Context: an optimization exercise on an open-source flow, tuned for small area. The choices shown serve that exercise and are no tape-out recipe.
The RTL was checked by simulation tests, not by an equivalence proof against the original design.
Power and IR drop assume default switching activity.

job 101:
## PongGame_Board1
module PongGame_Board1 (
    input clock,
    input reset,             
    input [1:0] p0_move,
    input [1:0] p1_move,
    input [2:0] p0_colour,
    input [2:0] p1_colour,
    input p0_play,
    input p1_play,
    output [6:0] hex0,
    output [6:0] hex5,
    output [6:0] hex4,
    output [9:0] led,
    output [3:0] p1_scoreOut,
    output vga_clk,
    output vga_hs,
    output vga_vs,
    output [7:0] vga_R,
    output [7:0] vga_G,
    output [7:0] vga_B
);
For scale: roughly 740 cells after synthesis, about 76 I/O pins, ~0.0055 mm² of cells after synthesis.
==> flow/config.mk <==
export PLATFORM = sky130hd
export DESIGN_NAME = PongGame_Board1
export DESIGN_NICKNAME = PongGame_Board1
export VERILOG_FILES = /design/flow/design.v
export SDC_FILE = /design/flow/constraint.sdc
export NUM_CORES = 4
export LEC_CHECK = 0
export CAP_MARGIN = 20
export CORE_MARGIN = 2
export CORE_UTILIZATION = 40
export SLEW_MARGIN = 20
==> flow/constraint.sdc <==
create_clock -name core_clock -period 10.0 [get_ports {clock}]
set_input_delay 2.0000 -clock core_clock [delete_from_list [all_inputs] [get_ports {clock}]]
set_output_delay 2.0000 -clock core_clock [all_outputs]
set_load 0.01 [all_outputs]
standard.sh (not shown) runs the stock make flow with config.mk's settings and CLKGATE_MAP_FILE= SYNTH_SCRIPT=/design/flow/synth_recipe.tcl, a recipe that flattens the netlist after the stock synthesis.
==> flow/flow/run.sh <==
#!/bin/bash
# Layout flow: the standard ORFS flow (standard.sh) with three changes
# that only affect cell sizing/selection, not the design or constraints:
#  - synthesis maps logic with an area-oriented ABC script (flow/abc_area.script)
#    instead of ORFS's speed script, and leaves adders to ABC instead of
#    extracting them into half/full-adder cells (ADDER_MAP_FILE empty);
#    everything else in synthesis is unchanged (same synth_recipe.tcl, same
#    registers and names);
#  - port buffers use the smallest buffer cell (buf_1);
#  - clock tree uses small clock buffers and no dummy loads.
set -euo pipefail
HERE=$(pwd)
SCRIPT=$HERE/flow/abc_area.script

# ORFS synth.tcl with the ABC script swapped
sed "s#log_cmd abc {\*}\$abc_args#log_cmd abc {*}[lreplace \$abc_args 1 1 $SCRIPT]#" \
    "$FLOW_HOME/scripts/synth.tcl" > "$HERE/synth_area.tcl"
grep -q "abc_area.script" "$HERE/synth_area.tcl"
# The standard flow's synthesis script, sourcing the patched synth.tcl
sed "s#\$::env(SCRIPTS_DIR)/synth.tcl#$HERE/synth_area.tcl#" synth_recipe.tcl > "$HERE/synth_recipe_area.tcl"
grep -q "synth_area.tcl" "$HERE/synth_recipe_area.tcl"

bash standard.sh \
    SYNTH_SCRIPT="$HERE/synth_recipe_area.tcl" \
    ADDER_MAP_FILE= \
    SKIP_REPAIR_TIE_FANOUT=1 \
    "BUFFER_PORTS_ARGS=-buffer_cell sky130_fd_sc_hd__buf_1" \
    "CTS_ARGS=-sink_clustering_enable -repair_clock_nets -dont_use_dummy_load -buf_list sky130_fd_sc_hd__clkbuf_8" \
    finish > "$HERE/standard.log" 2>&1
==> flow/flow/abc_area.script <==
strash
&get -n
&deepsyn -T 20
&put
&get -n
&dch -f
&nf -R 1000
&put
The flow did not stop early for job 101: all stages ran, and the layout cleared the timing, DRC and antenna checks.
#### Input delta (job 102 over job 101)
-- flow/flow/run.sh --
<<< job 101, line 27
    "BUFFER_PORTS_ARGS=-buffer_cell sky130_fd_sc_hd__buf_1" \
    "CTS_ARGS=-sink_clustering_enable -repair_clock_nets -dont_use_dummy_load -buf_list sky130_fd_sc_hd__clkbuf_8" \
    finish > "$HERE/standard.log" 2>&1
>>> job 102, line 27
    "BUFFER_PORTS_ARGS=-buffer_cell sky130_fd_sc_hd__buf_1" \
    "CTS_ARGS=-sink_clustering_enable -repair_clock_nets -dont_use_dummy_load -buf_list sky130_fd_sc_hd__clkbuf_8 -sink_clustering_size 30 -sink_clustering_max_diameter 300 -sink_clustering_levels 1" \
    finish > "$HERE/standard.log" 2>&1
Notes after the runs:
The final layout from job 102, which completed every stage, passed the timing, DRC and antenna checks at the end of the flow. For share of the cycle needed by the critical path after routing, job 101 and job 102 come out practically identical. The number of multi-input combinational cells in the layout of job 102 and that of job 101 are within noise of each other. Changes observed in job 102 relative to job 101: maximum clock frequency level, netlist area before placement comparable, number of DRC violations after detailed routing held, post-route clock skew essentially unchanged, average vias per placed instance held steady. Core utilization of job 101 is on par with job 102. The clock power share of job 101 and that of job 102 are within noise of each other.
Relative to job 102, the following input files were edited for job 103:
-- flow/flow/run.sh --
<<< job 102, line 27
    "BUFFER_PORTS_ARGS=-buffer_cell sky130_fd_sc_hd__buf_1" \
    "CTS_ARGS=-sink_clustering_enable -repair_clock_nets -dont_use_dummy_load -buf_list sky130_fd_sc_hd__clkbuf_8 -sink_clustering_size 30 -sink_clustering_max_diameter 300 -sink_clustering_levels 1" \
    finish > "$HERE/standard.log" 2>&1
>>> job 103, line 27
    "BUFFER_PORTS_ARGS=-buffer_cell sky130_fd_sc_hd__buf_1" \
    "CTS_ARGS=-sink_clustering_enable -repair_clock_nets -dont_use_dummy_load -buf_list sky130_fd_sc_hd__clkbuf_16 -sink_clustering_size 50 -sink_clustering_max_diameter 500" \
    finish > "$HERE/standard.log" 2>&1
--- outcome ---
Area overhead of the layout relative to synthesis sits higher in job 103 than in job 102.
Density: job 103 denser than job 102
On job 103: net switching power of the design is 0.0000071 W higher than what job 102 gave.
Clock-pin slew on the worst setup and hold paths (job 103 over job 102): decrease, 0.03 ns
Worst IR drop on VDD: job 103 worse than job 102
Input-level comparison between job 104 and job 103:
-- flow/flow/run.sh --
<<< job 103, line 25
    ADDER_MAP_FILE= \
    SKIP_REPAIR_TIE_FANOUT=1 \
    "BUFFER_PORTS_ARGS=-buffer_cell sky130_fd_sc_hd__buf_1" \
    "CTS_ARGS=-sink_clustering_enable -repair_clock_nets -dont_use_dummy_load -buf_list sky130_fd_sc_hd__clkbuf_16 -sink_clustering_size 50 -sink_clustering_max_diameter 500" \
    finish > "$HERE/standard.log" 2>&1
>>> job 104, line 25
    ADDER_MAP_FILE= \
    "BUFFER_PORTS_ARGS=-buffer_cell sky130_fd_sc_hd__buf_1" \
    "CTS_ARGS=-sink_clustering_enable -repair_clock_nets -dont_use_dummy_load -buf_list sky130_fd_sc_hd__clkbuf_8" \
    finish > "$HERE/standard.log" 2>&1
--- outcome ---
- Job 103 consumes more power than job 104.
- Re number of cells produced by synthesis: no difference whatsoever between job 103 and job 104.
- On job 104: total number of vias is 1.0% higher than what job 103 gave.
- Higher final period demand of the worst path goes to job 103 over job 104.
- Comparing job 104 and job 103, the lower routed wire length per instance is on job 104.

what the ideal ports hide:
How much do the figures lean on ideal ports? The routed layouts below were timed once more, with nothing changed but the port constraints.
Step 1 sets driving cells, clkbuf_16 on the clock port and buf_2 on the other inputs (assumed; they add their load-dependent delay and slew).
Step 2 times the ports against the registers' clock, not the clock port: input delays grow and output delays shrink by t, the midpoint of the rising clock arrivals with the driver on.
a / b / c = no drivers / after step 1 / after step 2; a / b = the first two.
run	t (ns)	slack for setup (ns)	slew at the worst register clock pin (ns)	worst slew at a driven data input, ns	pins driven straight from the clock port
job 101	0.415	3.282 / 3.282 / 3.282	0.09 / 0.09	0.04	1
job 102	0.415	3.282 / 3.282 / 3.282	0.09 / 0.09	0.04	1
job 103	0.388	3.267 / 3.267 / 3.267	0.06 / 0.06	0.04	1
job 104	0.410	3.460 / 3.460 / 3.460	0.10 / 0.10	0.04	1
After both steps setup and hold are still met in every run listed.
